This is an optimization exercise on Yosys and OpenROAD, whose aim is small area, a short achievable clock period and few clock cycles, not a production implementation. No run shown here included a check of the RTL's function; only the layout flow was run. No activity file was given, so power comes from the tool's default toggle rates.

==> design.v <==
module microprocessor(
					input [7:0]data_in,
					input Enter,
					input Reset,
					input Clock,
					input testStart,
					input prog_we,
					input [4:0]prog_addr,
					output [7:0]dataOut,
					output Halt,
					output in_wait);
reg [7:0]  mem [0:31];
reg [3:0]  pcl;		 
reg [7:0]  pch;		 
reg [2:0]  r_op;
reg [4:0]  r_ad;
reg        r_stale;	 
reg        e_valid;
reg        e_ld, e_st, e_ari, e_sub, e_in, e_jz, e_jp, e_hlt;
reg [31:0] e_ado;	 
reg [3:0]  e_tl;	 
reg [7:0]  e_th;	 
reg [7:0]  e_d;		 
reg        tk;		 
reg [7:0]  a;
reg [7:0]  a_o;		 
reg        z, ng;	 
reg        halt_o, wait_o;
wire taken  = tk;
wire stall  = e_valid & (e_hlt | (e_in & ~Enter));
wire store  = e_valid & e_st;
integer k;
reg [31:0] pco;		 
always @(*)
	for (k = 0; k < 32; k = k + 1)
		pco[k] = pcl[k % 4] & pch[k / 4];
wire [3:0] fl = taken ? e_tl : pcl;		 
wire [7:0] fh = taken ? e_th : pch;
wire       xv   = taken | ~r_stale;		 
wire [2:0] x_op = taken ? e_d[7:5] : r_op;
reg  [31:0] radr;	 
always @(*)
	for (k = 0; k < 32; k = k + 1)
		radr[k] = taken ? (e_d[4:0] == k) : (r_ad == k);
reg [7:0] rd;		 
reg [7:0] f;		 
reg       fwd_r;	 
reg       fwd_f;	 
reg       st_next;	 
always @(*) begin
	rd = 8'd0;
	f = 8'd0;
	fwd_r = 1'b0;
	fwd_f = 1'b0;
	st_next = 1'b0;
	for (k = 0; k < 32; k = k + 1) begin
		rd = rd | (mem[k] & {8{radr[k]}});
		f = f | (mem[k] & {8{fl[k % 4] & fh[k / 4]}});
		fwd_r = fwd_r | (e_ado[k] & radr[k]);
		fwd_f = fwd_f | (e_ado[k] & pco[k]);
		st_next = st_next | (radr[k] & fl[k % 4] & fh[k / 4]);
	end
end
function [7:0] add8;
	input [7:0] x, y;
	reg [7:0] g, p, c;
	integer n;
	begin
		g = x & y;
		p = x ^ y;
		for (n = 1; n < 8; n = n + 1) begin
			g[8-n] = g[8-n] | (p[8-n] & g[7-n]);
			p[8-n] = p[8-n] & p[7-n];
		end
		for (n = 2; n < 8; n = n + 1) begin
			g[9-n] = g[9-n] | (p[9-n] & g[7-n]);
			p[9-n] = p[9-n] & p[7-n];
		end
		for (n = 4; n < 8; n = n + 1)
			g[11-n] = g[11-n] | (p[11-n] & g[7-n]);
		c = {g[6:0], 1'b0};
		add8 = x ^ y ^ c;
	end
endfunction
wire [7:0] sum    = add8(a ^ {8{e_sub}}, e_d) ^ {8{e_sub}};
wire [7:0] a_next = e_ld ? e_d : (e_ari ? sum : data_in);
wire       a_load = e_valid & ~stall & (e_ld | e_ari | e_in);
wire       x_hlt   = xv & (x_op == 3'd7);
wire       x_in    = xv & (x_op == 3'd4);
wire       z_next  = a_load ? (a_next == 8'd0) : z;
wire       ng_next = a_load ? a_next[7] : ng;
wire [7:0] m0 = (prog_we & prog_addr == 5'd0) ? data_in : (testStart ? 8'h80 : mem[0]);
assign dataOut = a_o;
assign Halt    = halt_o;
assign in_wait = wait_o;
always @(posedge Clock or posedge Reset)
	if (Reset) begin
		a_o     <= 8'd0;
		halt_o  <= 1'b0;
		wait_o  <= 1'b0;
		pcl     <= 4'b0010;
		pch     <= 8'b00000001;
		e_valid <= 1'b0;
		r_stale <= 1'b0;
		tk      <= 1'b0;
	end else begin
		if (a_load)
			a_o <= a_next;
		if (!stall) begin
			halt_o  <= x_hlt;
			wait_o  <= x_in;
			e_valid <= xv;
			r_stale <= xv & (x_op == 3'd1) & st_next;
			tk      <= xv & (((x_op == 3'd5) & z_next) | ((x_op == 3'd6) & ~ng_next));
			if (xv) begin
				pcl <= {fl[2:0], fl[3]};
				pch <= fl[3] ? {fh[6:0], fh[7]} : fh;
			end
		end
	end
always @(posedge Clock)
	if (Reset) begin
		a  <= 8'd0;
		z  <= 1'b1;
		ng <= 1'b0;
	end else if (a_load) begin
		a  <= a_next;
		z  <= a_next == 8'd0;
		ng <= a_next[7];
	end
reg [3:0] x_l;
reg [7:0] x_h;
always @(*) begin
	x_l = 4'd0;
	x_h = 8'd0;
	for (k = 0; k < 32; k = k + 1) begin
		x_l[(k + 1) % 4] = x_l[(k + 1) % 4] | radr[k];
		x_h[((k + 1) % 32) / 4] = x_h[((k + 1) % 32) / 4] | radr[k];
	end
end
always @(posedge Clock) begin
	if (!stall) begin
		e_ld    <= xv & (x_op == 3'd0);
		e_st    <= xv & (x_op == 3'd1);
		e_ari   <= xv & (x_op[2:1] == 2'b01);
		e_sub   <= x_op[0];
		e_in    <= x_in;
		e_jz    <= xv & (x_op == 3'd5);
		e_jp    <= xv & (x_op == 3'd6);
		e_hlt   <= x_hlt;
		e_ado   <= radr;
		e_tl    <= x_l;
		e_th    <= x_h;
		e_d     <= (store & fwd_r) ? a : rd;
	end
	if (Reset) begin
		r_op <= m0[7:5];
		r_ad <= m0[4:0];
	end else if (!stall) begin
		if (~taken & r_stale) begin
			r_op <= a[7:5];
			r_ad <= a[4:0];
		end else begin
			r_op <= (store & fwd_f) ? a[7:5] : f[7:5];
			r_ad <= (store & fwd_f) ? a[4:0] : f[4:0];
		end
	end
end
function [7:0] boot;
	input [4:0] n;
	case (n)
	5'd0:  boot = 8'h80; 5'd1:  boot = 8'h3E; 5'd2:  boot = 8'h80; 5'd3:  boot = 8'h3F;
	5'd4:  boot = 8'h1E; 5'd5:  boot = 8'h7F; 5'd6:  boot = 8'hB0; 5'd7:  boot = 8'hCC;
	5'd8:  boot = 8'h1F; 5'd9:  boot = 8'h7E; 5'd10: boot = 8'h3F; 5'd11: boot = 8'hC4;
	5'd12: boot = 8'h1E; 5'd13: boot = 8'h7F; 5'd14: boot = 8'h3E; 5'd15: boot = 8'hC4;
	5'd16: boot = 8'h1E; default: boot = 8'hFF;
	endcase
endfunction
wire [7:0] wd = prog_we ? data_in : a;
integer i;
always @(posedge Clock)
	for (i = 0; i < 32; i = i + 1)
		if ((prog_we & prog_addr == i) | (store & e_ado[i]))
			mem[i] <= wd;
		else if (testStart & i < 18)
			mem[i] <= boot(i);
endmodule
==> run.sh <==
#!/bin/bash
# synth_recipe.tcl (not shown) runs the flow's synth.tcl, then flattens the netlist and writes it again
# the make line also repeats each setting of config.mk as NAME=value (left out here)
make -C /OpenROAD-flow-scripts/flow DESIGN_CONFIG=/design/flow/config.mk WORK_HOME=/design/flow/orfs CLKGATE_MAP_FILE= SYNTH_SCRIPT=/design/flow/synth_recipe.tcl finish
==> config.mk <==
export PLATFORM = sky130hd
export DESIGN_NAME = microprocessor
export DESIGN_NICKNAME = microprocessor
export VERILOG_FILES = /design/flow/design.v
export SDC_FILE = /design/flow/constraint.sdc
export NUM_CORES = 4
export LEC_CHECK = 0
export CAP_MARGIN = 20
export CORE_MARGIN = 2
export CORE_UTILIZATION = 45
export CTS_CLUSTER_DIAMETER = 100
export CTS_CLUSTER_SIZE = 20
export SETUP_SLACK_MARGIN = 3.7
export SLEW_MARGIN = 20
==> constraint.sdc <==
create_clock -name core_clock -period 7.0 [get_ports {Clock}]
set_input_delay 1.4000 -clock core_clock [delete_from_list [all_inputs] [get_ports {Clock}]]
set_output_delay 1.4000 -clock core_clock [all_outputs]
set_load 0.01 [all_outputs]
==> results of run 1 <==
worst max-delay path, cell delays in order (launching register included):
cell and delay [ns]:
dfrtp_1 0.65, a32o_1 0.69, a22o_1 0.39, a221oi_1 0.41, nand4_1 0.20, o41ai_2 0.63
a21oi_1 0.17
flip-flops by register name, indices dropped and copies added (netlist names), 5 cells and up:
| signal | flops |
|---|---|
| mem | 256 |
| r_ad | 5 |
| e_d | 8 |
| a | 8 |
| e_ado | 32 |
| e_th | 8 |
| pch | 8 |
| a_o | 8 |
cell families (layout without fill, tap and decap cells):
family	Yosys count	after routing	synth area share, %
muxes	25	25	1.46
xor gates and xnor gates	18	18	0.886
adders and majority gates	7	7	0.534
AOI/OAI and AO/OA	498	498	22.4
DFF	357	357	58.5
other	0	3	0
and+or+nand+nor	455	455	12.3
buffers and inverters	158	197	3.83
worst max path at each step:
stage | start | slack [ns] | endpoint | depth (start not counted)
2_1_floorplan | prog_addr[1] | 3.73 | mem[18][0]$_DFFE_PP_ | 5
3_3_place_gp | prog_addr[0] | 2.50 | mem[17][1]$_SDFFCE_PN1P_ | 5
3_5_place_dp | prog_addr[0] | 2.48 | mem[17][6]$_SDFFCE_PN1P_ | 5
4_1_cts | tk$_DFFE_PP0N_ | 3.66 | e_d[3]$_DFFE_PN_ | 10
5_1_grt | tk$_DFFE_PP0N_ | 3.59 | e_d[6]$_DFFE_PN_ | 9
6_report | pcl[0]$_DFFE_PP0P_ | 3.61 | r_ad[3]$_DFFE_PP_ | 6
area by class of cell:
class	instances	area (um2)	share of cell area (%)
diodes	3	7.51	0.0376
clock buffers	36	582	2.92
clock inverters	2	13.8	0.0690
inverters	33	130	0.652
multi-input cells	1003	7060	35.4
flip-flops and latches	357	10400	52.2
well taps	518	648	3.25
repair buffers	126	1090	5.47
layer usage:
| layer | GRT usage (%) | vias up | wire length (um) |
|---|---|---|---|
| met5 | 0 | - | 27 |
| met4 | 30.6 | 4 | 8150 |
| met3 | 10.5 | 424 | 11200 |
| met2 | 64.7 | 1442 | 38500 |
| met1 | 54.8 | 7891 | 31600 |
| li1 | - | 6109 | - |
power by group:
part           internal [mW]  total, mW  switching [mW]
Clock                  0.573       1.31           0.736
Sequential              3.23       4.20           0.972
Combinational           1.89       5.37            3.48
timing repair:
action	4_1_cts	5_1_grt
endpoints found under the hold margin	0	0
setup endpoints to repair	291	63
gates resized for setup	50	33
pin swaps	3	11
setup buffers	15	13
gates cloned	1	1
layout by cell type, fill, tap and decap left out, types with 25 or more instances in the layout:
master    count
a21oi_1      45
a221oi_1     62
a222oi_1     25
a22o_1       90
a22oi_1     130
a32o_1       29
buf_4        90
edfxtp_1    314
inv_1        28
nand2_1     170
nand4_1      41
nor2_1       91
o21ai_0      25
metrics by stage:
step                power, mW  worst slack [ns]  cells  util (%)
floorplan                6.54              3.73   1518         -
global placement         8.83              2.50   2007      48.3
detailed placement       8.81              2.48   2007      48.3
CTS                      10.3              3.66   2061      50.8
global route             11.1              3.59   2075      51.4
finish                   10.9              3.61   2078      51.4
==> summary.txt, run 1 <==
Status
  – Status: timing/DRC/antenna clean

Global route
  – Global-route wire length before repair: 122000 um
  – Gr ovfl total: 0
  – Initial antenna violation count: 3
  – Vias in the first global route: between 10000 and 15000
  – Largest net degree at the start of global routing: 55
  – Gr usage total: a little over two fifths

CTS
  – CTS H-tree lvls: 1
  – CTS tree: done
  – CTS sink cnt: roughly 360
  – CTS root buf: clkbuf_16
  – CTS Hold Buffers Added: 0
  – Clock buffer depth: 3
  – Clk slew on worst S/H paths: approximately 0.10 ns
  – Clk latency of the worst-skew pair: about 0.58 ns
  – CTS buffer count: 21

Worst setup path
  – FF-to-FF End: r_ad[3]$_DFFE_PP_
  – Element type at the critical path start: flip-flop
  – FF-to-FF setup slack: between 3 and 4 ns
  – Worst Setup End Kind: flip-flop
  – Crit path required time: between 7 and 8 ns
  – R2r worst-path depth: 6
  – CP Max Fanout: 18
  – Critical R2R Launch: pcl[0]$_DFFE_PP0P_
  – Crit Path Category: reg2reg
  – WP data arrival: roughly 3.7 ns

Route
  – DR vias: approximately 16000
  – Vias/cell: between 7 and 8
  – Residual DRC: 0
  – Initial drt markers: 2833
  – Wire per inst: around 43 um
  – Final WL: 89400 um
  – Post-route ant nets: 0
  – TritonRoute pass-1 iters: 9

Synthesis
  – Synth cell count leaders: edfxtp_1 (314), nand2_1 (170), a22oi_1 (131), nor2_1 (100), a22o_1 (94)
  – Synthesized cell area: between 15000 and 20000 um2
  – Flops & latches, synth: 357
  – FFs w/ async S/R, synth: under 10%
  – Post-synthesis net count: 1543
  – Post-synth cell types: 75
  – Yosys top cell area share: between 50% and 60%
  – Syn avg cell area: about 12 um2
  – Post-synth EDFFs: ~310
  – Count leader, synth: edfxtp_1
  – Synth Flop Type: edfxtp_1
  – Mapped Cells: around 1500
  – Top cells by area, synth: edfxtp_1 (53%), a22oi_1 (5.5%), a22o_1 (4.6%), nand2_1 (3.6%), dfrtp_1 (3.2%)
  – Synth Warn #: 2
  – Post-synthesis sequential area ratio: 58.5%
  – Leading area contributor after synthesis: edfxtp_1

Timing
  – Clock skew: between 0.02 and 0.025 ns
  – RSZ-0062 raised after global routing: true
  – Slew @ Worst Pin: between 1 and 1.5 ns
  – Final setup vio count: 0
  – Setup TNS Final: 0 ns
  – Period utilisation layout: 48.4%
  – WHS: ~0.47 ns
  – Slew HR: a little under a third
  – Fin. Hold Viols: 0
  – Max Clk Rate: just under 300 MHz
  – Minimum clock period: 3.39 ns
  – Fin. max-slew vios: 0

Floorplanning
  – Initial Util: between 40% and 50%
  – Die area: 41100 um2
  – Die Y: between 200 and 250 um
  – # IOs: 28
  – # rows: just over 70
  – Core ar.: 38800 um2
  – Width of the die: around 200 um

Hold path
  – Hold endpoint: halt_o$_DFFE_PP0N_
  – Hold Path Depth: 2
  – HP Start: halt_o$_DFFE_PP0N_
  – Hold crit path type: reg2reg

Place
  – DP Area: approximately 19000 um2
  – Hpwl dp: between 60000 and 70000 um
  – PortBufs: 27
  – Gpl congestion: 1.05

Power and ir drop
  – Maximum vdd drop: around 0.26 mV
  – PwrDens: 545 nW/um2
  – Lkg Pwr: roughly 6.8 nW

Finish
  – Fill cells: around 3400
  – Final std cell area, no fill: about 20000 um2
  – Area growth, synth to finish: 12.2%
  – Layout cells sized above 1: between 10% and 20%
  – Fin nets: about 1600

Run
  – Max_cap viols: 0
==> run 2, diff against run 1 <==
--- a/config.mk
+++ b/config.mk
@@ -12,3 +12,3 @@
 export CTS_CLUSTER_SIZE = 20
-export SETUP_SLACK_MARGIN = 3.7
+export SETUP_SLACK_MARGIN = 4.0
 export SLEW_MARGIN = 20
==> run 2 against run 1 <==
  * Worst setup slack improved by 0.095 ns
  * Critical path depth up 5
  * Total power is 8.0% higher
  * Highest routed layer unchanged
  * Critical path type unchanged
  * Area after synthesis unchanged
==> summary.txt, run 2 <==
Synthesis
  – Post-synth cell types: 75 (unchanged)
  – Mapped Cells: 1518 (unchanged)
  – Count leader, synth: edfxtp_1 (unchanged)
  – Xor/xnor cell area share of the yosys netlist: 0.886% (unchanged)
  – Syn avg cell area: 11.7 um2 (unchanged)
  – Post-synthesis adder-cell area fraction: 0.534% (unchanged)
  – Flops & latches, synth: 357 (unchanged)
  – Compound-cell area share of the yosys netlist: 22.4% (unchanged)
  – Synth cell count leaders: edfxtp_1 (314), nand2_1 (170), a22oi_1 (131), nor2_1 (100), a22o_1 (94) (unchanged)
  – Simple-gate portion of the synthesized area: 12.3% (unchanged)
  – Top cells by area, synth: edfxtp_1 (53%), a22oi_1 (5.5%), a22o_1 (4.6%), nand2_1 (3.6%), dfrtp_1 (3.2%) (unchanged)
  – Synthesized cell area: 17800 um2 (unchanged)
  – Post-synthesis mux area share: 1.46% (unchanged)
  – Yosys top cell area share: 53.0% (unchanged)
  – Post-synthesis sequential area ratio: 58.5% (unchanged)
  – Main combinational cell family by area after synthesis: compound AO/OA/AOI/OAI gates (unchanged)
  – Synth Warn #: 2 (unchanged)
  – Leading area contributor after synthesis: edfxtp_1 (unchanged)
  – FFs w/ async S/R, synth: 7.00% (unchanged)
  – Synth Flop Type: edfxtp_1 (unchanged)
  – Post-synth EDFFs: 314 (unchanged)
  – Post-synthesis net count: 1543 (unchanged)

Floorplanning
  – # IOs: 28 (unchanged)
  – Width of the die: 203 um (unchanged)
  – Core ar.: 38800 um2 (unchanged)
  – Die area: 41100 um2 (unchanged)
  – Die Y: 203 um (unchanged)
  – Initial Util: 45.8% (unchanged)
  – # rows: 72 (unchanged)

CTS
  – CTS H-tree lvls: 1 (unchanged)
  – Clock buffer depth: 3 (unchanged)
  – CTS root buf: clkbuf_16 (unchanged)
  – CTS tree: done (unchanged)
  – CTS sink cnt: 357 (unchanged)
  – Clk slew on worst S/H paths: 0.09 ns (was 0.10 ns)
  – CTS buffer count: 22 (was 21)
  – Clk latency of the worst-skew pair: 0.59 ns (was 0.58 ns)
  – CTS Hold Buffers Added: 0 (unchanged)

Route
  – Initial drt markers: 2762 (was 2833)
  – Final WL: 91200 um (was 89400 um)
  – Post-route ant nets: 0 (unchanged)
  – Residual DRC: 0 (unchanged)
  – TritonRoute pass-1 iters: 10 (was 9)
  – Wire per inst: 42.7 um (was 43.0 um)
  – DR vias: 16330 (was 15870)
  – Vias/cell: 7.64 (about the same)

Timing
  – Worst setup margin: 3.70 ns (was 3.61 ns)
  – Setup TNS Final: 0 ns (unchanged)
  – RSZ-0062 raised after global routing: true (unchanged)
  – Final setup vio count: 0 (unchanged)
  – Slew @ Worst Pin: 1.16 ns (was 1.04 ns)
  – Period utilisation layout: 47.1% (was 48.4%)
  – WHS: 0.475 ns (was 0.468 ns)
  – Fin. max-slew vios: 0 (unchanged)
  – Fin. Hold Viols: 0 (unchanged)
  – Slew HR: 22.8% (was 30.6%)
  – Minimum clock period: 3.30 ns (was 3.39 ns)
  – Max Clk Rate: 303 MHz (was 295 MHz)
  – Clock skew: 0.0171 ns (was 0.0238 ns)

Power and ir drop
  – Total power: 11.8 mW (was 10.9 mW)
  – Lkg Pwr: 7.41 nW (was 6.78 nW)
  – PwrDens: 553 nW/um2 (was 545 nW/um2)
  – Maximum vdd drop: 0.244 mV (was 0.257 mV)

Worst setup path
  – CP cell instances: buf_6 > buf_6 > nand3b_1 > and2_4 > inv_4 > and2_4 > buf_12 > a222oi_1 > nand4_1 > or3_4 > mux2_4 (was a32o_1 > a22o_1 > a221oi_1 > nand4_1 > o41ai_2 > a21oi_1)
  – Crit path required time: 7.34 ns (was 7.32 ns)
  – CP delay by family, top: simple AND/OR/NAND/NOR gates (was compound AO/OA/AOI/OAI gates)
  – Element type at the critical path start: flip-flop (unchanged)
  – WP data arrival: 3.64 ns (was 3.71 ns)
  – Worst Setup End Kind: flip-flop (unchanged)
  – Largest stage delay on the critical path: 0.76 ns (was 0.69 ns)
  – Crit path buf inv count: 4 (was 0)
  – CP Max Fanout: 5 (was 18)
  – Crit Path Category: reg2reg (unchanged)
  – Worst path depth: 11 (was 6)
  – Slowest cell on crit path: a222oi_1 (was a32o_1)
  – R2r worst-path depth: 11 (was 6)

Finish
  – Area growth, synth to finish: 19.5% (was 12.2%)
  – Max reg flops: 256 (unchanged)
  – Largest registers: mem (256), e_ado (32) (unchanged)
  – Final std cell area, no fill: 21300 um2 (was 20000 um2)
  – N_diodes: 0 (was 3)
  – Fin nets: 1629 (was 1567)
  – Largest Register: mem (unchanged)
  – Fill cells: 3252 (was 3446)
  – Most common cell after layout, fill and taps aside: edfxtp_1 (unchanged)
  – Most frequent cells in the layout: edfxtp_1 (314), nand2_1 (163), buf_4 (121) (was edfxtp_1 (314), nand2_1 (170), a22oi_1 (130))
  – Layout cells sized above 1: 23.8% (was 14.3%)

Place
  – Gpl congestion: 1.11 (was 1.05)
  – Hpwl dp: 63900 um (was 64800 um)
  – Dpl ws: 2.66 ns (was 2.48 ns)
  – DP Area: 18800 um2 (about the same)
  – PortBufs: 27 (unchanged)

Status
  – Status: timing/DRC/antenna clean (unchanged)

Global route
  – Vias in the first global route: 15202 (was 14913)
  – Largest net degree at the start of global routing: 56 (was 55)
  – Gr usage total: 43.6% (was 43.1%)
  – Gr ovfl total: 0 (unchanged)
  – Global-route wire length before repair: 124000 um (was 122000 um)
  – Initial antenna violation count: 6 (was 3)

Hold path
  – Hold crit path type: reg2reg (unchanged)
  – Hold Path Depth: 2 (unchanged)

Run
  – Max_cap viols: 0 (unchanged)
[run 2: cell counts after synthesis]
No cell type changed its count.
[run 2: worst register-to-register path: stages, from the launching register on]
cell,delay (ns)
dfrtp_2,0.46
buf_6,0.16
buf_6,0.11
nand3b_1,0.12
and2_4,0.22
inv_4,0.06
and2_4,0.14
buf_12,0.14
a222oi_1,0.76
nand4_1,0.17
or3_4,0.46
mux2_4,0.27
[run 2: metrics by stage]
stage / util, % / instances
2_1_floorplan: - / 1518
3_3_place_gp: 48.3 / 2002
3_5_place_dp: 48.3 / 2002
4_1_cts: 53.2 / 2101
5_1_grt: 54.8 / 2138
6_report: 54.8 / 2138
[run 2: cell type report]
class / count / area, um2 / area share, %
clock buffer: 35 / 609 / 2.87
clock inverter: 5 / 46.3 / 0.218
multi-input combinational: 1004 / 7670 / 36.0
sequential: 357 / 10400 / 49.0
timing repair buffer: 186 / 1730 / 8.14
tap: 518 / 648 / 3.05
inverter: 33 / 143 / 0.671
[run 2: report_power, final]
group | total [mW] | internal (mW) | switching (mW)
Combinational | 6.19 | 2.32 | 3.87
Sequential | 4.19 | 3.23 | 0.961
Clock | 1.38 | 0.611 | 0.767
Total | 11.8 | 6.16 | 5.60
[run 2: path summary, 6_finish.rpt]
check,startpoint,slack [ns],endpoint
min in group asynchronous,Reset,1.38,a_o[3]$_DFFE_PP0P_
max in group asynchronous,Reset,4.97,pcl[1]$_DFFE_PP1P_
max,tk$_DFFE_PP0N_,3.70,e_d[5]$_DFFE_PN_
max reg2reg,tk$_DFFE_PP0N_,3.70,e_d[5]$_DFFE_PN_
min reg2reg,ng$_SDFF_PP0_,0.47,ng$_SDFF_PP0_
min,ng$_SDFF_PP0_,0.47,ng$_SDFF_PP0_
[run 2: cell families after synthesis]
kind of cell,count (synthesis)
AOI/OAI and AO/OA,498
xor gates and xnor gates,18
adders and majority gates,7
buffers and inverters,158
DFF,357
muxes,25
and+or+nand+nor,455
[run 2: timing repair]
item	CTS	global route
gates cloned	2	3
pin swaps	37	34
buffers inserted	57	34
gates resized for setup	180	67
setup endpoints to repair	533	217
[run 2: per-layer routing]
layer  vias up  wire length (um)  GRT usage [%]
met2      1553             38900           64.8
met5         -                73              0
met4        10              8300           30.4
li1       6253                 -              -
met1      8054             31400           54.1
met3       460             12500           13.8

## re-timing with driven ports
The results above use ideal ports. As a check the final layouts listed here were re-extracted and re-timed, cells and wires unchanged.
Step 1: set_driving_cell puts a clkbuf_16 on Clock and a buf_2 on each other input, an assumption about the parent block.
Step 2, shift: input delay + t, output delay - t, t = (earliest + latest rising clock arrival at the registers) / 2. This alone moves slack from input paths to output paths.
a / b / c = ideal ports / drivers / drivers and shift; a / b = the first two.
| run | t, ns | setup slack, ns | worst hold slack (ns) | slew at the worst register clock pin (ns) | worst data-port slew with drivers (ns) |
|---|---|---|---|---|---|
| run 1 | 0.625 | 3.610 / 3.610 / 3.102 | 0.468 / 0.468 / 0.468 | 0.11 / 0.11 | 0.04 |
| run 2 | 0.643 | 3.705 / 3.705 / 3.353 | 0.475 / 0.475 / 0.475 | 0.09 / 0.09 | 0.04 |
After both steps setup and hold are still met in every run listed. For run 1, which loses most, drivers alone change the setup slack by 0.000 ns; drivers and shift together by -0.508 ns.
